Context: an optimization exercise on an open-source flow, tuned for small area. The choices shown serve that exercise and are no tape-out recipe. In this exercise RTL edits were held to simulation tests only and were not proved equivalent to the original. No activity file was given, so power comes from the tool's default toggle rates.

==> flow/design.v <==
module reset_generator (
    input clk,
    input rst_n,
    output reg rst_sync_n   
);
    reg rst_reg;
    always @(posedge clk or negedge rst_n) begin
        if (!rst_n) begin
            rst_reg <= 1'b0;
        end
        else begin
            rst_reg <= 1'b1;
        end
    end
    always @(posedge clk or negedge rst_n) begin
        if (!rst_n) begin
            rst_sync_n <= 1'b0;
        end
        else begin
            rst_sync_n <= rst_reg;
        end
    end
endmodule
module I2C_controller (
    input clk,
    input rst_n,
    input enable,
    input [7:0] set_scl_div,
    output reg [7:0] scl_div,
    input start_trans,
    input stop_trans,
    input rd_clr,
    input wr_rdy,
    output rd_reg_full,
    output wr_reg_empty,
    input [6:0] set_local_addr,
    output reg [6:0] local_addr,
    input [7:0] byte_wr_i,
    output [7:0] byte_rd_o,
    output reg bus_busy,
    output is_master,
    output trans_start,
    output addr_match,
    output trans_dir,
    output get_nack,
    output bus_err,
    output byte_wait,
    output reg arbit_fail,
    output trans_stop,
    input scl_i,
    output scl_o,
    input sda_i,
    output sda_o
);
    wire rst_sync_n;
    reset_generator U_reset (
        .clk       (clk),
        .rst_n     (rst_n),
        .rst_sync_n(rst_sync_n)
    );
    reg scl_last, sda_last;
    always @(posedge clk or negedge rst_sync_n) begin
        if (!rst_sync_n) begin
            scl_last <= 1'b1;
            sda_last <= 1'b1;
        end
        else begin
            scl_last <= scl_i;
            sda_last <= sda_i;
        end
    end
    wire fall  = scl_last & ~scl_i;
    wire rise  = ~scl_last & scl_i;
    wire cond_start = scl_i & sda_last & ~sda_i;
    wire cond_stop  = scl_i & ~sda_last & sda_i;
    wire cond_any   = cond_start | cond_stop;
    reg [6:0] addr_reg;
    reg [7:0] scl_div_reg;
    always @(posedge clk or negedge rst_sync_n) begin
        if (!rst_sync_n) begin
            addr_reg    <= 7'b100_1001;
            local_addr  <= 7'b100_1001;
            scl_div_reg <= 8'h01;
            scl_div     <= 8'h01;
        end
        else begin
            addr_reg    <= set_local_addr;
            scl_div_reg <= set_scl_div;
            if (!enable) begin
                local_addr <= addr_reg;
                scl_div    <= (scl_div_reg == 8'b0) ? 8'h01 : scl_div_reg;
            end
        end
    end
    reg M, S, pM;
    wire m_trans_stop;
    wire go_master = S & ~bus_busy & start_trans;
    wire m_leave   = arbit_fail | m_trans_stop;
    always @(posedge clk or negedge rst_sync_n) begin
        if (!rst_sync_n) begin
            M  <= 1'b0;
            S  <= 1'b0;
            pM <= 1'b0;
        end
        else begin
            M  <= enable & (go_master | (M & ~m_leave));
            S  <= enable & ((~M & ~S) | (S & ~go_master) | (M & m_leave));
            pM <= M;
        end
    end
    assign is_master = M;
    always @(posedge clk or negedge rst_sync_n) begin
        if (!rst_sync_n) bus_busy <= 1'b0;
        else if (cond_start) bus_busy <= 1'b1;
        else if (cond_stop) bus_busy <= 1'b0;
    end
    reg       rrf, wre, td;
    reg [7:0] rs, bro, ws, bwr;
    wire m_rrf = pM & rrf;
    wire s_rrf = ~pM & rrf;
    wire m_wre = ~pM | wre;
    wire s_wre = pM | wre;
    wire [7:0] m_rs = pM ? rs : 8'b0;
    wire [7:0] s_rs = pM ? 8'b0 : rs;
    wire [7:0] m_ws = pM ? ws : 8'b0;
    wire [7:0] s_ws = pM ? 8'b0 : ws;
    localparam [3:0] S_IDLE = 4'd0, S_START = 4'd1, S_ADDRESS = 4'd2, S_ADDRESS_ACK = 4'd3,
                     S_READ_DATA = 4'd4, S_WRITE_ACK = 4'd5, S_WAIT_READ = 4'd6,
                     S_WAIT_WRITE = 4'd7, S_WRITE_DATA = 4'd8, S_CHECK_ACK = 4'd9,
                     S_WAIT_STOP = 4'd10;
    reg [3:0] ss, ss_next;
    wire s_rd_en   = (ss == S_ADDRESS) | (ss == S_READ_DATA) | (ss == S_CHECK_ACK);
    wire s_rd_byte = (ss == S_ADDRESS) | (ss == S_READ_DATA);
    wire s_wr_en   = (ss == S_ADDRESS_ACK) | (ss == S_WRITE_ACK) | (ss == S_WRITE_DATA);
    wire s_wr_byte = (ss == S_WRITE_DATA);
    wire s_wait    = (ss == S_WAIT_READ) | (ss == S_WAIT_WRITE);
    reg [2:0] s_cnt;
    reg s_rd_data, s_fin, s_sda;
    wire s_rd_fin = s_fin;
    wire s_wr_fin = s_fin;
    wire s_cnt0 = (s_cnt == 3'd0);
    wire s_cnt7 = (s_cnt == 3'd7);
    always @(posedge clk or negedge rst_sync_n) begin
        if (!rst_sync_n) begin
            s_cnt     <= 3'd0;
            s_rd_data <= 1'b0;
            s_fin     <= 1'b0;
            s_sda     <= 1'b1;
        end
        else begin
            if (!(s_rd_en | s_wr_en)) s_cnt <= 3'd0;
            else if (fall) s_cnt <= (s_rd_byte | s_wr_byte) ? s_cnt + 3'd1 : 3'd0;
            if (s_rd_en & scl_i) s_rd_data <= sda_i;
            s_fin <= (s_rd_en | s_wr_en) & fall & ((s_rd_byte | s_wr_byte) ? s_cnt7 : s_cnt0);
            if (!s_wr_en) s_sda <= 1'b1;
            else if (!scl_i) s_sda <= s_wr_byte & s_ws[7];
        end
    end
    wire s_rd_start = s_rd_en & cond_start;
    wire s_rd_stop  = s_rd_en & cond_stop;
    wire s_rd_berr  = s_rd_en & cond_any & ~(s_rd_byte & s_cnt0);
    wire s_wr_start = s_wr_en & cond_start;
    wire s_wr_stop  = s_wr_en & cond_stop;
    wire s_wr_berr  = s_wr_en & cond_any;
    wire s_get_start = S & cond_start;
    wire s_get_stop  = S & cond_stop;
    wire s_addr_match = (ss == S_ADDRESS) & (pM ? (local_addr == 7'd0) : (rs[7:1] == local_addr));
    wire s_get_nack   = (ss == S_CHECK_ACK) & s_rd_fin & s_rs[0];
    wire s_trans_dir  = ~pM & td;
    always @(*) begin
        ss_next = ss;
        case (ss)
            S_IDLE: if (S & cond_start) ss_next = S_START;
            S_START: begin
                if (s_get_start) ss_next = S_START;
                else if (s_get_stop) ss_next = S_IDLE;
                else if (S & fall) ss_next = S_ADDRESS;
            end
            S_ADDRESS: begin
                if (s_rd_start) ss_next = S_START;
                else if (s_rd_stop) ss_next = S_IDLE;
                else if (s_rd_fin) ss_next = s_addr_match ? S_ADDRESS_ACK : S_WAIT_STOP;
            end
            S_ADDRESS_ACK: if (s_wr_fin) ss_next = s_trans_dir ? S_WAIT_WRITE : S_READ_DATA;
            S_READ_DATA: begin
                if (s_rd_start) ss_next = S_START;
                else if (s_rd_stop) ss_next = S_IDLE;
                else if (s_rd_fin) ss_next = S_WRITE_ACK;
            end
            S_WRITE_ACK: if (s_wr_fin) ss_next = s_rrf ? S_WAIT_READ : S_READ_DATA;
            S_WAIT_READ: if (!s_rrf) ss_next = S_READ_DATA;
            S_WAIT_WRITE: if (!s_wre) ss_next = S_WRITE_DATA;
            S_WRITE_DATA: begin
                if (s_wr_start) ss_next = S_START;
                else if (s_wr_stop) ss_next = S_IDLE;
                else if (s_wr_fin) ss_next = S_CHECK_ACK;
            end
            S_CHECK_ACK: begin
                if (s_rd_start) ss_next = S_START;
                else if (s_rd_stop) ss_next = S_IDLE;
                else if (s_rd_fin) ss_next = s_get_nack ? S_WAIT_STOP :
                                             (!s_wre ? S_WRITE_DATA : S_WAIT_WRITE);
            end
            S_WAIT_STOP: if (s_get_stop) ss_next = S_IDLE;
            default: ss_next = S_IDLE;
        endcase
    end
    always @(posedge clk or negedge rst_sync_n) begin
        if (!rst_sync_n) ss <= S_IDLE;
        else ss <= ss_next;
    end
    wire s_rd_copy = (((ss == S_WRITE_ACK) & s_wr_fin) | (ss == S_WAIT_READ)) & ~s_rrf;
    wire s_wr_copy = (((ss == S_CHECK_ACK) & s_rd_fin & ~s_get_nack) | (ss == S_WAIT_WRITE)) & ~s_wre;
    wire s_rd_ld = s_rd_en & fall;
    wire s_wr_ld = s_wr_en & rise;
    localparam [3:0] M_IDLE = 4'd0, M_START = 4'd1, M_WAIT_ADDRESS = 4'd2, M_LOAD_ADDRESS = 4'd3,
                     M_ADDRESS = 4'd4, M_ADDRESS_ACK = 4'd5, M_READ_DATA = 4'd6,
                     M_WRITE_ACK = 4'd7, M_WRITE_NACK = 4'd8, M_WAIT_READ = 4'd9,
                     M_WAIT_WRITE = 4'd10, M_WRITE_DATA = 4'd11, M_CHECK_ACK = 4'd12,
                     M_WAIT = 4'd13, M_STOP = 4'd14;
    reg [3:0] ms, ms_next;
    wire m_rd_en   = (ms == M_ADDRESS_ACK) | (ms == M_CHECK_ACK) | (ms == M_READ_DATA);
    wire m_rd_byte = (ms == M_READ_DATA);
    wire m_wr_byte = (ms == M_ADDRESS) | (ms == M_WRITE_DATA);
    wire m_wr_data = m_wr_byte | (ms == M_WRITE_ACK) | (ms == M_WRITE_NACK);
    wire m_wr_cmd  = (ms == M_START) | (ms == M_STOP);
    wire m_wr_en   = m_wr_data | m_wr_cmd;
    wire m_command = (ms == M_START);
    wire m_wr_bit  = (ms == M_WRITE_NACK);
    wire m_wait    = (ms == M_WAIT_READ) | (ms == M_WAIT_WRITE) | (ms == M_WAIT_ADDRESS);
    wire m_scl_wait = m_wait | (ms == M_LOAD_ADDRESS);
    reg [8:0] scl_cnt;
    reg scl_stretched;
    wire m_scl_o = ~scl_cnt[8];
    always @(posedge clk or negedge rst_sync_n) begin
        if (!rst_sync_n) begin
            scl_cnt <= 9'b0;
            scl_stretched <= 1'b0;
        end
        else begin
            if (!M) scl_cnt <= 9'b0;
            else if (m_scl_wait | scl_stretched) scl_cnt <= scl_cnt;
            else if (scl_cnt == {1'b0, scl_div}) scl_cnt <= 9'h100;
            else if (scl_cnt == {1'b1, scl_div}) scl_cnt <= 9'b0;
            else scl_cnt <= scl_cnt + 9'd1;
            scl_stretched <= m_scl_o ^ scl_i;
        end
    end
    reg [2:0] m_cnt;
    reg m_rd_data, m_fin, m_sda, m_data_i_reg, m_wr_dato, m_wr_err;
    wire m_rd_fin = m_fin;
    wire m_wr_fin = m_fin;
    wire m_cnt0 = (m_cnt == 3'd0);
    wire m_cnt7 = (m_cnt == 3'd7);
    wire m_data_i = m_wr_byte ? m_ws[7] : m_wr_bit;
    always @(posedge clk or negedge rst_sync_n) begin
        if (!rst_sync_n) begin
            m_cnt        <= 3'd0;
            m_rd_data    <= 1'b0;
            m_fin        <= 1'b0;
            m_sda        <= 1'b1;
            m_data_i_reg <= 1'b0;
            m_wr_dato    <= 1'b0;
            m_wr_err     <= 1'b0;
        end
        else begin
            if (!(m_rd_en | m_wr_en)) m_cnt <= 3'd0;
            else if (fall) m_cnt <= (m_rd_byte | m_wr_byte) ? m_cnt + 3'd1 : 3'd0;
            if (m_rd_en & scl_i) m_rd_data <= sda_i;
            m_fin <= (m_rd_en | m_wr_en) & fall & ((m_rd_byte | m_wr_byte) ? m_cnt7 : m_cnt0);
            if (!m_wr_en) m_sda <= 1'b1;
            else if (m_wr_data) begin
                if (!scl_i) m_sda <= m_data_i;
            end
            else m_sda <= m_command ^ scl_i;
            if (m_wr_en & rise) m_data_i_reg <= m_data_i;
            if (m_wr_data & scl_i) m_wr_dato <= sda_i;
            if (!m_wr_en) m_wr_err <= 1'b0;
            else if (m_wr_data & fall & (m_wr_dato != m_data_i_reg)) m_wr_err <= 1'b1;
        end
    end
    wire m_rd_berr = m_rd_en & cond_any & ~(m_rd_byte & m_cnt0);
    wire m_wr_berr = m_wr_data & cond_any;
    wire m_get_nack = ((ms == M_CHECK_ACK) | (ms == M_ADDRESS_ACK)) & m_rd_fin & m_rs[0];
    wire m_trans_start = (ms == M_START) & m_wr_fin;
    assign m_trans_stop = (ms == M_STOP) & m_wr_fin;
    wire m_addr_match = (ms == M_ADDRESS_ACK) & m_rd_fin & ~m_get_nack;
    wire m_trans_dir = pM & td;
    always @(*) begin
        ms_next = ms;
        case (ms)
            M_IDLE: if (M) ms_next = M_START;
            M_START: if (m_wr_fin) ms_next = M_WAIT_ADDRESS;
            M_WAIT_ADDRESS: if (!m_wre) ms_next = M_LOAD_ADDRESS;
            M_LOAD_ADDRESS: ms_next = M_ADDRESS;
            M_ADDRESS: begin
                if (m_wr_berr | m_wr_err) ms_next = M_IDLE;
                else if (m_wr_fin) ms_next = M_ADDRESS_ACK;
            end
            M_ADDRESS_ACK: begin
                if (m_rd_berr) ms_next = M_IDLE;
                else if (m_rd_fin) ms_next = m_get_nack ? M_WAIT :
                                             (m_trans_dir ? M_READ_DATA : M_WAIT_WRITE);
            end
            M_READ_DATA: begin
                if (m_rd_berr) ms_next = M_IDLE;
                else if (m_rd_fin) ms_next = (start_trans | stop_trans) ? M_WRITE_NACK : M_WRITE_ACK;
            end
            M_WRITE_ACK: if (m_wr_fin) ms_next = m_rrf ? M_WAIT_READ : M_READ_DATA;
            M_WRITE_NACK: if (m_wr_fin) ms_next = start_trans ? M_START : (stop_trans ? M_STOP : M_WAIT);
            M_WAIT_READ: if (!m_rrf) ms_next = M_READ_DATA;
            M_WAIT_WRITE: begin
                if (start_trans) ms_next = M_START;
                else if (stop_trans) ms_next = M_STOP;
                else if (!m_wre) ms_next = M_WRITE_DATA;
            end
            M_WRITE_DATA: begin
                if (m_wr_berr | m_wr_err) ms_next = M_IDLE;
                else if (m_wr_fin) ms_next = M_CHECK_ACK;
            end
            M_CHECK_ACK: begin
                if (m_rd_berr) ms_next = M_IDLE;
                else if (m_rd_fin) ms_next = m_get_nack ? M_WAIT :
                                             (!m_wre ? M_WRITE_DATA : M_WAIT_WRITE);
            end
            M_WAIT: begin
                if (start_trans) ms_next = M_START;
                else if (stop_trans) ms_next = M_STOP;
            end
            M_STOP: if (m_wr_fin) ms_next = M_IDLE;
            default: ms_next = M_IDLE;
        endcase
    end
    always @(posedge clk or negedge rst_sync_n) begin
        if (!rst_sync_n) ms <= M_IDLE;
        else ms <= ms_next;
    end
    wire m_rd_copy = (((ms == M_WRITE_ACK) & m_wr_fin) | (ms == M_WAIT_READ)) & ~m_rrf;
    wire m_wr_copy = ((((ms == M_CHECK_ACK) & m_rd_fin & ~m_get_nack) | (ms == M_WAIT_WRITE) |
                       (ms == M_WAIT_ADDRESS)) & ~m_wre)
                     | (ms == M_LOAD_ADDRESS);
    wire m_rd_ld = m_rd_en & fall;
    wire m_wr_ld = m_wr_en & rise;
    always @(posedge clk or negedge rst_sync_n) begin
        if (!rst_sync_n) arbit_fail <= 1'b0;
        else if (!M) arbit_fail <= 1'b0;
        else if (m_wr_err) arbit_fail <= 1'b1;
    end
    wire       c_rrf  = M ? m_rrf : s_rrf;
    wire       c_wre  = M ? m_wre : s_wre;
    wire       c_td   = M ? m_trans_dir : s_trans_dir;
    wire       c_keep = M ? pM : ~pM;
    wire [7:0] c_rs   = c_keep ? rs  : 8'b0;
    wire [7:0] c_bro  = c_keep ? bro : 8'b0;
    wire [7:0] c_ws   = c_keep ? ws  : 8'b0;
    wire [7:0] c_bwr  = c_keep ? bwr : 8'b0;
    wire c_rd_copy = M ? m_rd_copy : s_rd_copy;
    wire c_rd_ld   = M ? m_rd_ld : s_rd_ld;
    wire c_rd_data = M ? m_rd_data : s_rd_data;
    wire c_wr_clr  = M ? (m_trans_start | m_trans_stop) : cond_any;
    wire c_wr_copy = M ? m_wr_copy : s_wr_copy;
    wire c_wr_ld   = M ? m_wr_ld : s_wr_ld;
    wire c_td_clr  = M ? (m_trans_start | m_trans_stop) : cond_any;
    wire c_td_ld   = M ? (ms == M_LOAD_ADDRESS) : s_addr_match;
    wire c_td_val  = M ? c_ws[0] : c_rs[0];
    wire en = M | S;
    always @(posedge clk or negedge rst_sync_n) begin
        if (!rst_sync_n) begin
            rrf <= 1'b0;
            rs  <= 8'b0;
            bro <= 8'b0;
            wre <= 1'b1;
            ws  <= 8'b0;
            bwr <= 8'b0;
            td  <= 1'b0;
        end
        else if (!en) begin
            rrf <= 1'b0;
            rs  <= 8'b0;
            bro <= 8'b0;
            wre <= 1'b1;
            ws  <= 8'b0;
            bwr <= 8'b0;
            td  <= 1'b0;
        end
        else begin
            if (c_rd_copy) begin
                rrf <= 1'b1;
                rs  <= c_rs;
                bro <= c_rs;
            end
            else if (rd_clr) begin
                rrf <= 1'b0;
                rs  <= c_rs;
                bro <= c_bro;
            end
            else begin
                rrf <= c_rrf;
                rs  <= c_rd_ld ? {c_rs[6:0], c_rd_data} : c_rs;
                bro <= c_bro;
            end
            if (c_wr_clr) begin
                wre <= 1'b1;
                ws  <= 8'b0;
                bwr <= 8'b0;
            end
            else if (wr_rdy) begin
                wre <= 1'b0;
                ws  <= c_ws;
                bwr <= byte_wr_i;
            end
            else if (c_wr_copy) begin
                wre <= 1'b1;
                ws  <= c_bwr;
                bwr <= c_bwr;
            end
            else begin
                wre <= c_wre;
                ws  <= c_wr_ld ? {c_ws[6:0], 1'b0} : c_ws;
                bwr <= c_bwr;
            end
            if (c_td_clr) td <= 1'b0;
            else if (c_td_ld) td <= c_td_val;
            else td <= c_td;
        end
    end
    wire vis = M ? pM : ~pM;   
    assign byte_rd_o    = vis ? bro : 8'b0;
    assign rd_reg_full  = vis & rrf;
    assign wr_reg_empty = ~vis | wre;
    assign trans_dir    = vis & td;
    assign trans_start  = m_trans_start;
    assign addr_match   = M ? m_addr_match : s_addr_match;
    assign get_nack     = M ? m_get_nack : s_get_nack;
    assign trans_stop   = M ? m_trans_stop : s_get_stop;
    assign bus_err      = M ? (m_wr_berr | m_rd_berr) : (s_wr_berr | s_rd_berr);
    assign byte_wait    = M ? m_wait : s_wait;
    assign scl_o        = M ? m_scl_o : ~s_wait;
    assign sda_o        = M ? m_sda : s_sda;
endmodule
==> flow/flow/run.sh <==
#!/bin/bash
# The standard layout (standard.sh), with three changes that only affect
# cell sizes, never the registers:
#  - synthesis maps the logic with an area-oriented ABC script (flow/abc_area.script)
#    instead of ORFS's delay-oriented one: a copy of ORFS's scripts folder whose
#    abc_speed.script is replaced is used for the synth step only
#  - port buffers use sky130_fd_sc_hd__buf_1
#  - clock tree synthesis uses clkbuf_8 and no dummy loads
# Each step's full output goes to its own log file in the work folder.
set -euo pipefail
cd "$(dirname "$0")/.."
WORK=$PWD
mkdir -p "$WORK/tmp"
export TMPDIR="$WORK/tmp"
rm -rf "$WORK/synth_scripts"
cp -r "$FLOW_HOME/scripts" "$WORK/synth_scripts"
cp "$WORK/flow/abc_area.script" "$WORK/synth_scripts/abc_speed.script"
bash standard.sh SCRIPTS_DIR="$WORK/synth_scripts" synth > "$WORK/log_synth.log" 2>&1
bash standard.sh \
  BUFFER_PORTS_ARGS="-buffer_cell sky130_fd_sc_hd__buf_1" \
  CTS_ARGS="${CTS_ARGS_OVERRIDE:--sink_clustering_enable -sink_clustering_size 40 -sink_clustering_max_diameter 200 -repair_clock_nets -dont_use_dummy_load -buf_list sky130_fd_sc_hd__clkbuf_8}" \
  finish > "$WORK/log_layout.log" 2>&1
==> flow/flow/abc_area.script <==
strash
ifraig
scorr
dc2
strash
&get -n
&dch -f
&nf -R 1000 -p
&put
==> flow/standard.sh <==
#!/bin/bash
# synth_recipe.tcl (not shown) runs the flow's synth.tcl, then flattens the netlist and writes it again
# the make line also repeats each setting of config.mk as NAME=value (left out here)
make -C /OpenROAD-flow-scripts/flow DESIGN_CONFIG=/design/flow/config.mk WORK_HOME=/design/flow/orfs CLKGATE_MAP_FILE= SYNTH_SCRIPT=/design/flow/synth_recipe.tcl "${@:-finish}"
==> flow/config.mk <==
export PLATFORM = sky130hd
export DESIGN_NAME = I2C_controller
export DESIGN_NICKNAME = I2C_controller
export VERILOG_FILES = /design/flow/design.v
export SDC_FILE = /design/flow/constraint.sdc
export NUM_CORES = 4
export LEC_CHECK = 0
export CAP_MARGIN = 20
export CORE_MARGIN = 2
export CORE_UTILIZATION = 40
export SLEW_MARGIN = 20
==> flow/constraint.sdc <==
create_clock -name core_clock -period 10.0 [get_ports {clk}]
set_input_delay 2.0000 -clock core_clock [delete_from_list [all_inputs] [get_ports {clk}]]
set_output_delay 2.0000 -clock core_clock [all_outputs]
set_load 0.01 [all_outputs]
==> flow_summary.yaml, run 1 <==
synth:
  async_flop_share: 1.00
  syn_area_um2: 5450
  synth_warnings: 2
  synth_top_family_by_area: "simple AND/OR/NAND/NOR gates"
  yosysTopAreaCellShare: 0.432
  yosysTopAreaCell: "dfrtp_1"
  synthAdderAreaFrac: 0.0161
  synth_mux_area_frac: 0.0386
  synth-simple-area-share: 0.225
  yosys_register_bits: 107
  ys.flop_type: "dfrtp_1"
  synthXorXnorAreaFrac: 0.0209
  ys_seq_area_frac: 0.494
  syn_avg_cell_area_um2: 9.24
  synth_nets: 629
  ys_types: 51
  netlist_instances: 590
  synth-compound-area-share: 0.194
  synthTopCellsByArea: "dfrtp_1, dfstp_2, a21oi_1, nor2_1, nand2_1"
  synth-edff-count: 0
power_and_ir_drop:
  leakage_nw: 2.47
  ir_drop_uv: 103
  clkPwrFrac: 0.170
  p_sw_w: 0.000507
  pwr-share-seq: 0.444
  p_per_area_nw_per_um2: 205
  sw_frac_of_total: 0.404
  p_int_w: 0.000748
  comb_power_share: 0.385
grt:
  antenna_found_initial: 0
  grt_max_degree: 67
  track_usage: 0.214
  overflow: 0
  grt_pass1_vias: 4522
  grt_pass1_wl_mm: 24.3
worst_hold_path:
  hp-class: "register to async pin"
floorplan:
  die_area_um2: 14600
  placementRows: 42
  core-area_um2: 13300
  die_y_um: 121
  pin_count: 69
  initial_core_util: 0.410
  fp.dieW_um: 121
setup_path:
  reg2reg_slack_ns: 6.85
  endpoint_kind: "output port"
  path_max_fanout: 14
  critPathRequiredTime_ns: 8.00
  crit_type: "primary input to output port"
  worstPathArrival_ns: 4.05
  ff2ff_path_depth: 9
  startpoint_type: "primary input"
routing:
  totalWireLength_mm: 14.7
  postRouteAntennaNets: 0
  via_per_inst: 5.62
  firstDrtPassIters: 5
  vias: 4778
  avgRoutedWirePerCell_um: 17.3
  drt_iter0_drc: 345
  drc: 0
clock_network:
  cts_resized: 0
  numClockSinks: 107
  cts-root-buf: "clkbuf_8"
  clk_latency_ns: 0.38
  path_clk_slew_ns: 0.10
  cts_hold_buf: 0
  postCtsSetupBuffers: 0
  numCtsBuffers: 9
  clockBufferDepth: 2
  cts-htree-levels: 3
  cts_tree: "yes"
timing:
  finalMaxSlewViolations: 0
  tns_ns: 0
  slew_headroom: 0.354
  fmax_ghz: 0.165
  worst_clock_skew_ns: 0.0281
  rsz0062_at_grt: "no"
  tightest_slew_ns: 0.968
  final.period_utilization: 0.605
  period_minus_slack_ns: 6.05
  final-hold-violation-count: 0
  setup_violations: 0
layout:
  drive_above_1_share: 0.0460
  layout.cells.non_filler: 850
  antenna_cells: 0
  syn_to_final_growth_pct: 12.2
  fin_nets: 715
  largest_reg_flops: 16
placed_design:
  dp_hpwl_mm: 10.9
  portBuffers: 68
  place.gp.congestion: 0.949
  place_inst: 841
run:
  max-cap-violations: 0
outcome:
  status: "no timing/DRC/antenna violations"
## cells in the final DEF, fill, tap and decap left out, drive strengths merged, types with 9 or more instances in the layout
cell type / synthesis / layout
a211oi: 14 / 14
a21oi: 60 / 60
a31oi: 15 / 15
and2: 14 / 14
buf: 0 / 75
clkbuf: 0 / 9
clkinv: 16 / 16
dfrtp: 94 / 94
dfstp: 13 / 13
mux2: 16 / 16
nand2: 66 / 66
nand2b: 12 / 12
nand3: 16 / 16
nor2: 78 / 78
nor2b: 23 / 23
nor3: 25 / 25
o21ai: 25 / 25
xor2: 10 / 10
## worst paths after layout
| check | startpoint | endpoint |
|---|---|---|
| max in group asynchronous | U_reset.rst_sync_n$_DFF_PN0_ | bus_busy$_DFFE_PN0N_ |
| min | U_reset.rst_sync_n$_DFF_PN0_ | addr_reg[5]$_DFF_PN0_ |
| min in group core_clock | U_reset.rst_reg$_DFF_PN0_ | U_reset.rst_sync_n$_DFF_PN0_ |
| max reg2reg | ms[0]$_DFFE_PN0P_ | ws[5]$_DFF_PN0_ |
| max | scl_i | bus_err |
| min reg2reg | U_reset.rst_sync_n$_DFF_PN0_ | addr_reg[5]$_DFF_PN0_ |
## synthesized netlist by cell type, types with 2 or more instances
cell type / n
ha_1: 7
o211ai_1: 3
nand2_1: 66
nor2_1: 78
a221o_1: 4
clkinv_1: 16
a22oi_1: 2
nand3_1: 16
dfrtp_1: 94
xor2_1: 10
a211oi_1: 14
a21o_1: 4
a22o_1: 4
dfstp_2: 13
o21a_1: 4
or2_0: 4
a32oi_1: 2
o21ai_0: 25
a31oi_1: 15
and2_0: 14
a21oi_1: 60
o22ai_1: 7
o31ai_1: 4
a311oi_1: 2
o2111ai_1: 2
mux2_1: 16
a41oi_1: 2
xnor2_1: 3
a21boi_0: 2
nand4_1: 5
mux2i_1: 3
nor2b_1: 23
and3_1: 3
nand3b_1: 4
nand2b_1: 12
o21bai_1: 2
nor3_1: 25
nor4_1: 7
## power by group through the flow
stage	Clock [W]	Sequential, W	Combinational [W]
6_report	0.000214	0.000558	0.000484
5_1_grt	0.000243	0.000568	0.000540
4_1_cts	0.000225	0.000557	0.000481
3_5_place_dp	0	0.000565	0.000479
3_3_place_gp	0	0.000564	0.000480
2_1_floorplan	0	0.000555	0.000336
## metrics by stage
stage / total power (W) / setup WS [ns] / hold slack, ns / util / instance area [µm²]
floorplan: 0.000891 / 4.96 / 0.331 / - / 5450
global placement: 0.00104 / 4.16 / 0.314 / 0.450 / 5990
detailed placement: 0.00104 / 3.97 / 0.325 / 0.450 / 5990
CTS: 0.00126 / 3.97 / 0.339 / 0.460 / 6110
global route: 0.00135 / 3.75 / 0.363 / 0.460 / 6110
finish: 0.00126 / 3.95 / 0.313 / 0.460 / 6110
## kinds of logic (layout without fill, tap and decap cells)
| group | Yosys count | count (layout) |
|---|---|---|
| DFF | 107 | 107 |
| xor gates and xnor gates | 13 | 13 |
| muxes | 19 | 19 |
| adders and majority gates | 7 | 7 |
| other | 1 | 1 |
| and+or+nand+nor | 260 | 260 |
| AOI/OAI and AO/OA | 167 | 167 |
| buffers and inverters | 16 | 100 |
## layout make-up
type                       instances  area [µm²]
fill                            1321        7180
multi-input combinational        467        2700
sequential                       107        2700
timing repair buffer              75         308
tap                              176         220
clock buffer                       9         124
inverter                          16        60.1
## routing by layer
metal	wire [µm]	part of all wire	global-route usage
met1	6680	0.46	0.292
met2	7080	0.48	0.339
met3	658	0.045	0.0481
met4	249	0.017	0.0719
met5	0	0	0
## worst max-delay path, stage by stage
cell	delay, ns
buf_1	0.43
nand2_1	0.13
or2_0	0.38
and2_0	0.28
a21oi_1	0.19
nand2_1	0.12
a21oi_1	0.22
a21o_1	0.13
buf_1	0.15
==> inputs of run 2 (changes only) <==
--- a/flow/flow/run.sh
+++ b/flow/flow/run.sh
@@ -18,5 +18,5 @@
 bash standard.sh SCRIPTS_DIR="$WORK/synth_scripts" synth > "$WORK/log_synth.log" 2>&1
 bash standard.sh \
   BUFFER_PORTS_ARGS="-buffer_cell sky130_fd_sc_hd__buf_1" \
-  CTS_ARGS="${CTS_ARGS_OVERRIDE:--sink_clustering_enable -sink_clustering_size 40 -sink_clustering_max_diameter 200 -repair_clock_nets -dont_use_dummy_load -buf_list sky130_fd_sc_hd__clkbuf_8}" \
+  CTS_ARGS="${CTS_ARGS_OVERRIDE:--sink_clustering_enable -sink_clustering_size 60 -sink_clustering_max_diameter 300 -repair_clock_nets -dont_use_dummy_load -buf_list sky130_fd_sc_hd__clkbuf_16}" \
   finish > "$WORK/log_layout.log" 2>&1
==> run 2 against run 1 <==
  * Still clean
  * Count of clock-buffer cells in the layout is the same
  * Worst hold slack got worse by 0.0068 ns
  * Utilization is 0.76 points higher
  * Die area unchanged
  * Clock power rose by 41%
  * Total power up 7.0%
  * Sequential cell count unchanged
  * Largest power group unchanged
==> flow_summary.yaml, run 2 <==
setup_path:
  ff2ff_path_depth: 9
  endpoint_kind: "output port"
  critPathRequiredTime_ns: 8.00
  critPathBufInv: 2
  worstPathArrival_ns: 4.02
  crit_chain: "buf_1, nand2_1, or2_0, and2_0, a21oi_1, nand2_1, a21oi_1, a21o_1, buf_1"
  startpoint_type: "primary input"
  crit_type: "primary input to output port"
  path_max_fanout: 14
  worstSetupStartpoint: "scl_i"
  slowest_delay_ns: 0.43
  worstReg2RegEnd: "ws[5]$_DFF_PN0_"
  crit_family: "simple AND/OR/NAND/NOR gates"
  cp_slowest_cell: "buf_1"
  regToRegStartpoint: "ms[0]$_DFFE_PN0P_"
  reg2reg_slack_ns: 6.82
outcome:
  status: "no timing/DRC/antenna violations"
synth:
  synth_warnings: 2
  syn_avg_cell_area_um2: 9.24
  ys_seq_area_frac: 0.494
  syn_area_um2: 5450
  netlist_instances: 590
  synthTopCellsByArea: "dfrtp_1, dfstp_2, a21oi_1, nor2_1, nand2_1"
  synth_common_cells: "dfrtp_1, nor2_1, nand2_1"
  yosys_register_bits: 107
  synth-edff-count: 0
  yosysTopAreaCellShare: 0.432
  ys_types: 51
  synth_nets: 629
  yosysMostFrequentCell: "dfrtp_1"
  yosysTopAreaCell: "dfrtp_1"
  async_flop_share: 1.00
  ys.flop_type: "dfrtp_1"
clock_network:
  path_clk_slew_ns: 0.07
  postCtsSetupBuffers: 0
  cts_hold_buf: 0
  cts-root-buf: "clkbuf_16"
  numClockSinks: 107
  cts_tree: "yes"
  numCtsBuffers: 9
  clockBufferDepth: 2
  cts-htree-levels: 3
  cts_resized: 0
  clk_latency_ns: 0.35
placed_design:
  place.gp.congestion: 0.949
  place_inst: 841
  dp_hpwl_mm: 10.9
  portBuffers: 68
routing:
  postRouteAntennaNets: 0
  wl_met3_um: 665
  vias: 4790
  top_layer: "met4"
  drt_iter0_drc: 353
  drc: 0
  wl_met1_mm: 6.71
  avgRoutedWirePerCell_um: 17.3
  via_per_inst: 5.64
  firstDrtPassIters: 5
  totalWireLength_mm: 14.7
  wl_met2_mm: 7.02
power_and_ir_drop:
  p_per_area_nw_per_um2: 216
  comb_power_share: 0.360
  clkPwrFrac: 0.224
  pwr-share-seq: 0.416
  p_sw_w: 0.000517
  sw_frac_of_total: 0.385
  leakage_nw: 2.52
  p_int_w: 0.000826
  ir_drop_uv: 86.0
floorplan:
  die_y_um: 121
  fp.dieW_um: 121
  die_area_um2: 14600
  initial_core_util: 0.410
  core-area_um2: 13300
  placementRows: 42
  pin_count: 69
layout:
  largest_reg_flops: 16
  final_common_cell: "dfrtp_1"
  nFillCells: 1302
  syn_to_final_growth_pct: 14.0
  layout.cells.non_filler: 850
  fin_nets: 715
  final_cell_mix: "dfrtp_1, nor2_1, buf_1, nand2_1, a21oi_1"
  drive_above_1_share: 0.0460
  antenna_cells: 0
grt:
  antenna_found_initial: 0
  grt_max_degree: 67
  track_usage: 0.214
  overflow: 0
  grt_pass1_vias: 4519
  grt_pass1_wl_mm: 24.3
timing:
  setup_violations: 0
  final.period_utilization: 0.602
  fmax_ghz: 0.166
  final-hold-violation-count: 0
  slew_headroom: 0.346
  worst_clock_skew_ns: 0.0182
  finalMaxSlewViolations: 0
  tns_ns: 0
  period_minus_slack_ns: 6.02
  rsz0062_at_grt: "no"
  tightest_slew_ns: 0.980
worst_hold_path:
  hp-class: "register to async pin"
run:
  max-cap-violations: 0
## run 2: cell counts after synthesis
Identical to the previous run, type by type.
## run 2: metal layers
| metal | vias to the layer above | GRT usage |
|---|---|---|
| li1 | 2311 | - |
| met1 | 2322 | 0.293 |
| met2 | 136 | 0.339 |
| met3 | 21 | 0.0467 |
| met4 | 0 | 0.0698 |
| met5 | - | 0 |
## run 2: worst max-delay path by stage
stage          cells after the start  slack (ns)  endpoint
2_1_floorplan                      7        4.96   bus_err
3_3_place_gp                       9        4.16   bus_err
3_5_place_dp                       9        3.97   bus_err
4_1_cts                            9        3.97   bus_err
5_1_grt                            9        3.75   bus_err
6_report                           9        3.98   bus_err
## run 2: cell type report
type	instances	area, µm²	share of cell area
Tap cell	176	220	0.0354
Timing Repair Buffer	75	308	0.0495
Multi-Input combinational cell	467	2700	0.435
Inverter	16	60.1	0.00966
Clock buffer	9	225	0.0362
Sequential cell	107	2700	0.434
## run 2: power by group through the flow
stage	combinational (W)	sequential (W)	clock [W]
2_1_floorplan	0.000336	0.000555	0
3_3_place_gp	0.000480	0.000564	0
3_5_place_dp	0.000479	0.000565	0
4_1_cts	0.000481	0.000558	0.000313
5_1_grt	0.000540	0.000568	0.000331
6_report	0.000484	0.000558	0.000301
## run 2: stage by stage
step                      instance area [µm²]   util  setup slack (ns)  hold slack, ns  total power (W)
after floorplan                          5450      -              4.96           0.331         0.000891
after global placement                   5990  0.450              4.16           0.314          0.00104
after detailed placement                 5990  0.450              3.97           0.325          0.00104
after CTS                                6210  0.467              3.97           0.336          0.00135
after global routing                     6210  0.467              3.75           0.359          0.00144
final                                    6210  0.467              3.98           0.306          0.00134
## run 2: logic make-up (layout without fill, tap and decap cells)
family                   after synthesis  count (layout)  share of synthesized area
AND/OR/NAND/NOR                      260             260                      0.225
AO/OA/AOI/OAI                        167             167                      0.194
flip-flops                           107             107                      0.494
multiplexers                          19              19                     0.0386
buffers and inverters                 16             100                     0.0110
XOR/XNOR                              13              13                     0.0209
adder cells (fa/ha/maj)                7               7                     0.0161
other                                  1               1                   0.000688
==> inputs of run 3 (changes only) <==
--- a/flow/design.v
+++ b/flow/design.v
@@ -60,14 +60,11 @@
     );
     reg scl_last, sda_last;
     always @(posedge clk or negedge rst_sync_n) begin
-        if (!rst_sync_n) begin
-            scl_last <= 1'b1;
-            sda_last <= 1'b1;
-        end
-        else begin
-            scl_last <= scl_i;
-            sda_last <= sda_i;
-        end
+        if (!rst_sync_n) sda_last <= 1'b1;
+        else sda_last <= sda_i;
+    end
+    always @(posedge clk) begin
+        scl_last <= scl_i | ~rst_sync_n;
     end
     wire fall  = scl_last & ~scl_i;
     wire rise  = ~scl_last & scl_i;
@@ -76,16 +73,22 @@
     wire cond_any   = cond_start | cond_stop;
     reg [6:0] addr_reg;
     reg [7:0] scl_div_reg;
-    always @(posedge clk or negedge rst_sync_n) begin
+    always @(posedge clk) begin
         if (!rst_sync_n) begin
             addr_reg    <= 7'b100_1001;
-            local_addr  <= 7'b100_1001;
             scl_div_reg <= 8'h01;
-            scl_div     <= 8'h01;
         end
         else begin
             addr_reg    <= set_local_addr;
             scl_div_reg <= set_scl_div;
+        end
+    end
+    always @(posedge clk or negedge rst_sync_n) begin
+        if (!rst_sync_n) begin
+            local_addr  <= 7'b100_1001;
+            scl_div     <= 8'h01;
+        end
+        else begin
             if (!enable) begin
                 local_addr <= addr_reg;
                 scl_div    <= (scl_div_reg == 8'b0) ? 8'h01 : scl_div_reg;
@@ -143,19 +146,21 @@
     always @(posedge clk or negedge rst_sync_n) begin
         if (!rst_sync_n) begin
             s_cnt     <= 3'd0;
-            s_rd_data <= 1'b0;
             s_fin     <= 1'b0;
             s_sda     <= 1'b1;
         end
         else begin
             if (!(s_rd_en | s_wr_en)) s_cnt <= 3'd0;
             else if (fall) s_cnt <= (s_rd_byte | s_wr_byte) ? s_cnt + 3'd1 : 3'd0;
-            if (s_rd_en & scl_i) s_rd_data <= sda_i;
             s_fin <= (s_rd_en | s_wr_en) & fall & ((s_rd_byte | s_wr_byte) ? s_cnt7 : s_cnt0);
             if (!s_wr_en) s_sda <= 1'b1;
             else if (!scl_i) s_sda <= s_wr_byte & s_ws[7];
         end
     end
+    always @(posedge clk) begin
+        if (!rst_sync_n) s_rd_data <= 1'b0;
+        else if (s_rd_en & scl_i) s_rd_data <= sda_i;
+    end
     wire s_rd_start = s_rd_en & cond_start;
     wire s_rd_stop  = s_rd_en & cond_stop;
     wire s_rd_berr  = s_rd_en & cond_any & ~(s_rd_byte & s_cnt0);
@@ -232,17 +237,25 @@
     reg [8:0] scl_cnt;
     reg scl_stretched;
     wire m_scl_o = ~scl_cnt[8];
+    reg [8:0] scl_cnt_next;
+    always @(*) begin
+        if (!M) scl_cnt_next = 9'b0;
+        else if (m_scl_wait | scl_stretched) scl_cnt_next = scl_cnt;
+        else if (scl_cnt == {1'b0, scl_div}) scl_cnt_next = 9'h100;
+        else if (scl_cnt == {1'b1, scl_div}) scl_cnt_next = 9'b0;
+        else scl_cnt_next = scl_cnt + 9'd1;
+    end
     always @(posedge clk or negedge rst_sync_n) begin
+        if (!rst_sync_n) scl_cnt[8] <= 1'b0;
+        else scl_cnt[8] <= scl_cnt_next[8];
+    end
+    always @(posedge clk) begin
         if (!rst_sync_n) begin
-            scl_cnt <= 9'b0;
+            scl_cnt[7:0] <= 8'b0;
             scl_stretched <= 1'b0;
         end
         else begin
-            if (!M) scl_cnt <= 9'b0;
-            else if (m_scl_wait | scl_stretched) scl_cnt <= scl_cnt;
-            else if (scl_cnt == {1'b0, scl_div}) scl_cnt <= 9'h100;
-            else if (scl_cnt == {1'b1, scl_div}) scl_cnt <= 9'b0;
-            else scl_cnt <= scl_cnt + 9'd1;
+            scl_cnt[7:0] <= scl_cnt_next[7:0];
             scl_stretched <= m_scl_o ^ scl_i;
         end
     end
@@ -256,23 +269,29 @@
     always @(posedge clk or negedge rst_sync_n) begin
         if (!rst_sync_n) begin
             m_cnt        <= 3'd0;
-            m_rd_data    <= 1'b0;
             m_fin        <= 1'b0;
             m_sda        <= 1'b1;
-            m_data_i_reg <= 1'b0;
-            m_wr_dato    <= 1'b0;
-            m_wr_err     <= 1'b0;
         end
         else begin
             if (!(m_rd_en | m_wr_en)) m_cnt <= 3'd0;
             else if (fall) m_cnt <= (m_rd_byte | m_wr_byte) ? m_cnt + 3'd1 : 3'd0;
-            if (m_rd_en & scl_i) m_rd_data <= sda_i;
             m_fin <= (m_rd_en | m_wr_en) & fall & ((m_rd_byte | m_wr_byte) ? m_cnt7 : m_cnt0);
             if (!m_wr_en) m_sda <= 1'b1;
             else if (m_wr_data) begin
                 if (!scl_i) m_sda <= m_data_i;
             end
             else m_sda <= m_command ^ scl_i;
+        end
+    end
+    always @(posedge clk) begin
+        if (!rst_sync_n) begin
+            m_rd_data    <= 1'b0;
+            m_data_i_reg <= 1'b0;
+            m_wr_dato    <= 1'b0;
+            m_wr_err     <= 1'b0;
+        end
+        else begin
+            if (m_rd_en & scl_i) m_rd_data <= sda_i;
             if (m_wr_en & rise) m_data_i_reg <= m_data_i;
             if (m_wr_data & scl_i) m_wr_dato <= sda_i;
             if (!m_wr_en) m_wr_err <= 1'b0;
@@ -370,8 +389,6 @@
             rs  <= 8'b0;
             bro <= 8'b0;
             wre <= 1'b1;
-            ws  <= 8'b0;
-            bwr <= 8'b0;
             td  <= 1'b0;
         end
         else if (!en) begin
@@ -379,8 +396,6 @@
             rs  <= 8'b0;
             bro <= 8'b0;
             wre <= 1'b1;
-            ws  <= 8'b0;
-            bwr <= 8'b0;
             td  <= 1'b0;
         end
         else begin
@@ -399,31 +414,33 @@
                 rs  <= c_rd_ld ? {c_rs[6:0], c_rd_data} : c_rs;
                 bro <= c_bro;
             end
-            if (c_wr_clr) begin
-                wre <= 1'b1;
-                ws  <= 8'b0;
-                bwr <= 8'b0;
-            end
-            else if (wr_rdy) begin
-                wre <= 1'b0;
-                ws  <= c_ws;
-                bwr <= byte_wr_i;
-            end
-            else if (c_wr_copy) begin
-                wre <= 1'b1;
-                ws  <= c_bwr;
-                bwr <= c_bwr;
-            end
-            else begin
-                wre <= c_wre;
-                ws  <= c_wr_ld ? {c_ws[6:0], 1'b0} : c_ws;
-                bwr <= c_bwr;
-            end
+            if (c_wr_clr) wre <= 1'b1;
+            else if (wr_rdy) wre <= 1'b0;
+            else if (c_wr_copy) wre <= 1'b1;
+            else wre <= c_wre;
             if (c_td_clr) td <= 1'b0;
             else if (c_td_ld) td <= c_td_val;
             else td <= c_td;
         end
     end
+    always @(posedge clk) begin
+        if (!rst_sync_n || !en || c_wr_clr) begin
+            ws  <= 8'b0;
+            bwr <= 8'b0;
+        end
+        else if (wr_rdy) begin
+            ws  <= c_ws;
+            bwr <= byte_wr_i;
+        end
+        else if (c_wr_copy) begin
+            ws  <= c_bwr;
+            bwr <= c_bwr;
+        end
+        else begin
+            ws  <= c_wr_ld ? {c_ws[6:0], 1'b0} : c_ws;
+            bwr <= c_bwr;
+        end
+    end
     wire vis = M ? pM : ~pM;   
     assign byte_rd_o    = vis ? bro : 8'b0;
     assign rd_reg_full  = vis & rrf;
--- a/flow/flow/run.sh
+++ b/flow/flow/run.sh
@@ -18,5 +18,5 @@
 bash standard.sh SCRIPTS_DIR="$WORK/synth_scripts" synth > "$WORK/log_synth.log" 2>&1
 bash standard.sh \
   BUFFER_PORTS_ARGS="-buffer_cell sky130_fd_sc_hd__buf_1" \
-  CTS_ARGS="${CTS_ARGS_OVERRIDE:--sink_clustering_enable -sink_clustering_size 60 -sink_clustering_max_diameter 300 -repair_clock_nets -dont_use_dummy_load -buf_list sky130_fd_sc_hd__clkbuf_16}" \
+  CTS_ARGS="${CTS_ARGS_OVERRIDE:--sink_clustering_enable -repair_clock_nets -dont_use_dummy_load -buf_list sky130_fd_sc_hd__clkbuf_8}" \
   finish > "$WORK/log_layout.log" 2>&1
--- a/flow/config.mk
+++ b/flow/config.mk
@@ -7,5 +7,5 @@
 export LEC_CHECK = 0
 export CAP_MARGIN = 20
 export CORE_MARGIN = 2
-export CORE_UTILIZATION = 40
+export CORE_UTILIZATION = 65
 export SLEW_MARGIN = 20
==> run 3 against run 2 <==
  * Still clean on timing, DRC and antenna
  * Synthesized cell count rose by 1.9%
  * Final area fell by 5.5%
  * Clock power fell by about 30%
  * Critical path depth did not move
  * Sequential power barely moved
  * Register-to-register slack improved by 0.30 ns
  * Routed wire length fell by 7.4%
  * Die area fell by 39%
  * Critical endpoint unchanged
==> flow_summary.yaml, run 3 <==
synth:
  yosysTopAreaCellShare: 0.250
  synthXorXnorAreaFrac: 0.0215
  netlist_instances: 601
  async_flop_share: 0.570
  yosysTopAreaCell: "dfrtp_1"
  synthAdderAreaFrac: 0.0165
  syn_avg_cell_area_um2: 8.82
  synth-edff-count: 0
  yosysMostFrequentCell: "nor2_1"
  synth-simple-area-share: 0.255
  synth_warnings: 2
  ys_seq_area_frac: 0.463
  synth_top_family_by_area: "simple AND/OR/NAND/NOR gates"
  syn_area_um2: 5300
  ys.flop_type: "dfrtp_1"
  yosys_register_bits: 107
  synthTopCellsByArea: "dfrtp_1, dfxtp_1, nor2_1, a21oi_1, nand2_1"
  synth_mux_area_frac: 0.0378
  ys_types: 49
  synth-compound-area-share: 0.194
  synth_common_cells: "nor2_1, nand2_1, dfrtp_1"
  synth_nets: 640
setup_path:
  worstReg2RegEnd: "ws[1]$_SDFF_PP0_"
  critPathRequiredTime_ns: 8.00
  worstPathArrival_ns: 3.90
  worstSetupStartpoint: "scl_i"
  critPathBufInv: 2
  crit_family: "simple AND/OR/NAND/NOR gates"
  regToRegStartpoint: "pM$_DFF_PN0_"
  crit_cells: 9
  endpoint: "bus_err"
  path_max_fanout: 12
  endpoint_kind: "output port"
  slowest_delay_ns: 0.36
  ff2ff_path_depth: 10
  reg2reg_slack_ns: 7.12
  crit_type: "primary input to output port"
  startpoint_type: "primary input"
  crit_chain: "buf_1, nand2_1, nor2_1, nor2_1, a21o_1, nor2_1, a21o_1, a21o_1, buf_1"
  cp_slowest_cell: "buf_1"
power_and_ir_drop:
  p_sw_w: 0.000492
  pwr-share-seq: 0.455
  comb_power_share: 0.374
  leakage_nw: 2.31
  ir_drop_uv: 127
  fin_total_pwr_w: 0.00123
  sw_frac_of_total: 0.400
  clkPwrFrac: 0.171
  p_int_w: 0.000739
  p_per_area_nw_per_um2: 210
grt:
  track_usage: 0.317
  grt_pass1_wl_mm: 21.9
  grt_pass1_vias: 4631
  antenna_found_initial: 0
  grt_max_degree: 47
  overflow: 0
routing:
  postRouteAntennaNets: 0
  via_per_inst: 6.38
  totalWireLength_mm: 13.6
  drt_iter0_drc: 438
  firstDrtPassIters: 5
  drc: 0
  avgRoutedWirePerCell_um: 17.3
  vias: 5019
timing:
  slew_headroom: 0.324
  fmax_ghz: 0.169
  worst_clock_skew_ns: 0.0322
  period_minus_slack_ns: 5.90
  final.period_utilization: 0.590
  final-hold-violation-count: 0
  tns_ns: 0
  setup_violations: 0
  finalMaxSlewViolations: 0
  tightest_slew_ns: 1.00
  rsz0062_at_grt: "no"
placed_design:
  dp_hpwl_mm: 10.0
  place.gp.congestion: 0.983
  place_area_um2: 5740
  portBuffers: 68
layout:
  final_cell_mix: "nor2_1, buf_1, nand2_1, dfrtp_1, a21oi_1"
  final_common_cell: "nor2_1"
  nFillCells: 586
  syn_to_final_growth_pct: 10.7
  design_area_um2: 5870
  regArea_um2: 2460
  antenna_cells: 0
  drive_above_1_share: 0.0380
  multi_input_area_um2: 2800
  largest_reg_flops: 16
  fin_nets: 726
  utilization: 0.752
clock_network:
  path_clk_slew_ns: 0.11
  cts_tree: "yes"
  cts_resized: 0
  cts_hold_buf: 0
  clockBufferDepth: 2
  numCtsBuffers: 9
  cts-htree-levels: 3
  numClockSinks: 107
  postCtsSetupBuffers: 0
  cts-root-buf: "clkbuf_8"
  clk_latency_ns: 0.37
outcome:
  status: "no timing/DRC/antenna violations"
run:
  max-cap-violations: 0
floorplan:
  core-area_um2: 7810
  initial_core_util: 0.679
  die_area_um2: 8900
  die_y_um: 94.3
  fp.dieW_um: 94.3
  placementRows: 32
  pin_count: 69
worst_hold_path:
  hp-class: "register to async pin"
==> run 3: cell count changes in the layout (fill, tap and decap cells not counted), moves of 8 or more <==
cell / change
dfxtp_1: +46
dfrtp_1: -41
nand3_1: +17
and2_0: +10
a21oi_1: -9
clkbuf_16: -9
clkbuf_8: +9
nand2_1: -9
nand2b_1: +8
==> run 3: how the worst min path moves through the flow <==
stage	start	cells past startpoint	slack, ns	endpoint
2_1_floorplan	U_reset.rst_reg$_DFF_PN0_	0	0.33	U_reset.rst_sync_n$_DFF_PN0_
3_3_place_gp	U_reset.rst_sync_n$_DFF_PN0_	0	0.11	bro[5]$_DFF_PN0_
3_5_place_dp	U_reset.rst_sync_n$_DFF_PN0_	0	0.12	bro[5]$_DFF_PN0_
4_1_cts	U_reset.rst_sync_n$_DFF_PN0_	0	0.12	bro[5]$_DFF_PN0_
5_1_grt	U_reset.rst_sync_n$_DFF_PN0_	0	0.15	bro[5]$_DFF_PN0_
6_report	U_reset.rst_sync_n$_DFF_PN0_	0	0.12	bro[5]$_DFF_PN0_
==> run 3: layout make-up <==
class                           count  area share
Clock buffer                        9      0.0211
Inverter                           15     0.00959
Multi-Input combinational cell    479       0.476
Sequential cell                   107       0.419
Tap cell                          102      0.0217
Timing Repair Buffer               75      0.0524
==> run 3: cells by family (layout without fill, tap and decap cells) <==
| family | after synthesis | after routing |
|---|---|---|
| fa+ha+maj | 7 | 7 |
| xor+xnor | 13 | 13 |
| other cells | 1 | 1 |
| simple gates | 279 | 279 |
| buf+inv | 15 | 99 |
| compound gates | 161 | 161 |
| flops | 107 | 107 |
| mux | 18 | 18 |
==> run 3: through the flow <==
step	worst slack [ns]	cells	hold WS [ns]
floorplan	4.96	601	0.331
global placement	4.24	777	0.111
detailed placement	4.15	777	0.115
CTS	4.14	786	0.125
global route	3.94	787	0.147
finish	4.10	787	0.120
==> run 3: worst reg2reg max path: stages, from the launching register on <==
cell	delay [ns]
dfrtp_1	0.80
nand3_1	0.40
a31oi_1	0.27
nor2_1	0.06
nor3b_1	0.30
nor2_1	0.26
clkinv_1	0.11
a21o_1	0.27
nor2_1	0.08
a31oi_1	0.14
nor2_1	0.05
==> run 3: layer usage <==
layer	GRT usage	up-vias	part of all wire
met2	0.530	246	0.49
met1	0.418	2390	0.41
li1	-	2343	-
met4	0.110	0	0.026
met3	0.0570	40	0.071
met5	0	-	0
==> run 3: power groups by stage <==
stage               registers, W  logic, W  clock network [W]
global placement        0.000562  0.000439                  0
global route            0.000567  0.000516           0.000226
floorplan               0.000553  0.000326                  0
detailed placement      0.000566  0.000449                  0
finish                  0.000560  0.000460           0.000210
CTS                     0.000557  0.000451           0.000214
==> inputs of run 4 (changes only) <==
--- a/flow/config.mk
+++ b/flow/config.mk
@@ -7,5 +7,5 @@
 export LEC_CHECK = 0
 export CAP_MARGIN = 20
 export CORE_MARGIN = 2
-export CORE_UTILIZATION = 65
+export CORE_UTILIZATION = 40
 export SLEW_MARGIN = 20
==> run 4 against run 3 <==
  * Clock skew increased by 0.011 ns
  * Cell count rose by 9.3%
  * Critical path type unchanged
  * Utilization down 30 points
  * Largest power group unchanged
  * Sequential share of layout area fell by 0.60 points
  * Die area up 60%
  * First-iteration DRC count grew 16%
  * Fmax is 0.71% higher
  * Total power grew 0.86%
  * Global-route usage decreased by 11 points
  * Critical path depth is the same
  * Worst setup slack improved by 0.041 ns
  * Combinational power rose by 2%
==> flow_summary.yaml, run 4 <==
clock_network:
  path_clk_slew_ns: 0.12
  numClockSinks: 107
  cts-htree-levels: 3
  cts_hold_buf: 0
  numCtsBuffers: 9
  cts_tree: "yes"
  cts-root-buf: "clkbuf_8"
  clk_latency_ns: 0.40
  clockBufferDepth: 2
  postCtsSetupBuffers: 0
  cts_resized: 0
routing:
  totalWireLength_mm: 14.4
  avgRoutedWirePerCell_um: 16.7
  vias: 4841
  drc: 0
  postRouteAntennaNets: 0
  via_per_inst: 5.63
  firstDrtPassIters: 5
  drt_iter0_drc: 507
setup_path:
  worstSetupStartpoint: "scl_i"
  critPathRequiredTime_ns: 8.00
  startpoint_type: "primary input"
  cp_slowest_cell: "nor2_1"
  endpoint_kind: "output port"
  path_max_fanout: 12
  regToRegStartpoint: "ss[2]$_DFFE_PN0P_"
  crit_type: "primary input to output port"
  crit_family: "simple AND/OR/NAND/NOR gates"
  critPathBufInv: 2
  worstPathArrival_ns: 3.86
  slowest_delay_ns: 0.36
  crit_chain: "buf_1, nand2_1, nor2_1, nor2_1, a21o_1, nor2_1, a21o_1, a21o_1, buf_1"
layout:
  nFillCells: 1359
  antenna_cells: 0
  final_cell_mix: "nor2_1, buf_1, nand2_1, dfrtp_1, a21oi_1"
  syn_to_final_growth_pct: 12.3
  fin_nets: 725
  final_common_cell: "nor2_1"
  layout.cells.non_filler: 860
  multi_input_area_um2: 2800
  utilization: 0.455
  drive_above_1_share: 0.0365
  largest_reg_flops: 16
  regArea_um2: 2460
power_and_ir_drop:
  ir_drop_uv: 95.4
  comb_power_share: 0.376
  p_sw_w: 0.000503
  leakage_nw: 2.31
  p_per_area_nw_per_um2: 208
  sw_frac_of_total: 0.405
  pwr-share-seq: 0.451
  p_int_w: 0.000739
  clkPwrFrac: 0.173
grt:
  overflow: 0
  grt_pass1_vias: 4639
  antenna_found_initial: 0
  grt_pass1_wl_mm: 23.8
  track_usage: 0.211
  grt_max_degree: 52
timing:
  worst_clock_skew_ns: 0.0435
  finalMaxSlewViolations: 0
  setup_violations: 0
  fmax_ghz: 0.171
  period_minus_slack_ns: 5.86
  slew_headroom: 0.337
  tightest_slew_ns: 0.994
  tns_ns: 0
  final.period_utilization: 0.586
  final-hold-violation-count: 0
  rsz0062_at_grt: "no"
synth:
  ys.flop_type: "dfrtp_1"
  syn_avg_cell_area_um2: 8.82
  async_flop_share: 0.570
  syn_area_um2: 5300
  ys_seq_area_frac: 0.463
  synth_nets: 640
  synthTopCellsByArea: "dfrtp_1, dfxtp_1, nor2_1, a21oi_1, nand2_1"
  synth_warnings: 2
  netlist_instances: 601
  yosysMostFrequentCell: "nor2_1"
  yosysTopAreaCellShare: 0.250
  ys_types: 49
  synth_common_cells: "nor2_1, nand2_1, dfrtp_1"
  yosysTopAreaCell: "dfrtp_1"
  synth-edff-count: 0
  yosys_register_bits: 107
placed_design:
  portBuffers: 68
  dp_hpwl_mm: 10.7
  place.gp.congestion: 0.928
  place_inst: 851
floorplan:
  placementRows: 42
  fp.dieW_um: 119
  die_y_um: 119
  pin_count: 69
  core-area_um2: 13100
  initial_core_util: 0.405
  die_area_um2: 14200
run:
  max-cap-violations: 0
outcome:
  status: "no timing/DRC/antenna violations"
worst_hold_path:
  hp-class: "register to async pin"
==> run 4: cell types whose count changed in the layout (fill, tap and decap cells not counted), sizes merged <==
cell / previous run / this run
clkbuf: 10 / 9
==> run 4: final timing paths <==
path | slack (ns) | endpoint | cells after the start
min in group core_clock | 0.37 | U_reset.rst_sync_n$_DFF_PN0_ | 0
max in group asynchronous | 8.50 | U_reset.rst_sync_n$_DFF_PN0_ | 1
worst min register to register | 0.30 | local_addr[2]$_DFFE_PN0N_ | 0
worst max register to register | 6.98 | ss[3]$_DFFE_PN0P_ | 10
worst max-delay path | 4.14 | bus_err | 9
worst min-delay path | 0.30 | local_addr[2]$_DFFE_PN0N_ | 0
==> run 4: stage by stage <==
step / hold slack (ns) / total power, W / cell area (µm²) / setup WS, ns
5_1_grt: 0.351 / 0.00134 / 5960 / 3.95
2_1_floorplan: 0.331 / 0.000879 / 5300 / 4.96
3_5_place_dp: 0.300 / 0.00103 / 5830 / 4.15
3_3_place_gp: 0.294 / 0.00103 / 5830 / 4.21
6_report: 0.295 / 0.00124 / 5960 / 4.14
4_1_cts: 0.313 / 0.00125 / 5960 / 4.14
==> run 4: cells by family after synthesis <==
group | share of synthesized area
DFF | 0.463
muxes | 0.0378
adders and majority gates | 0.0165
buffers and inverters | 0.0106
other | 0.000707
AOI/OAI and AO/OA | 0.194
and+or+nand+nor | 0.255
xor gates and xnor gates | 0.0215
==> run 4: cell type report <==
type                            instances  area share
Sequential cell                       107       0.413
Multi-Input combinational cell        479       0.470
Timing Repair Buffer                   74      0.0504
Tap cell                              176      0.0370
Clock buffer                            9      0.0208
Inverter                               15     0.00945
==> run 4: power by group through the flow <==
stage	Combinational [W]	Sequential, W	Clock (W)
6_report	0.000467	0.000560	0.000215
5_1_grt	0.000525	0.000571	0.000240
4_1_cts	0.000466	0.000559	0.000222
3_5_place_dp	0.000464	0.000567	0
3_3_place_gp	0.000465	0.000566	0
2_1_floorplan	0.000326	0.000553	0
==> run 4: metal layers <==
metal	global-route usage	routed length, µm	vias to the layer above
met4	0.105	563	0
met3	0.0407	649	35
met5	0	0	-
met2	0.329	6570	148
li1	-	-	2343
met1	0.282	6590	2315

port drivers added, routing unchanged:
In the flow no input, the clock included, has a driving cell. The finished layouts below were timed again as built, in two steps. Step 1 sets driving cells, clkbuf_16 on the clock port and buf_2 on the other inputs (assumed; they add their load-dependent delay and slew). Step 2 adds t to the input delays and takes it off the output delays; t is the mean of the earliest and latest rising clock arrival at the registers after step 1. Input paths then give back, and output paths get back, about the clock's delay inside the block. Slacks: ideal ports / drivers / drivers and shift; pairs: ideal ports / drivers.
run	t, ns	setup WS [ns]	worst data-port slew with drivers (ns)
run 1	0.406	3.953 / 3.930 / 3.930	0.04
run 2	0.383	3.976 / 3.953 / 3.953	0.04
run 3	0.389	4.097 / 4.071 / 4.071	0.04
run 4	0.410	4.138 / 4.115 / 4.115	0.03
After both steps setup and hold are still met in every run listed. The setup slack of run 3, which loses most, moves by -0.026 ns with the drivers and by -0.026 ns with both steps.
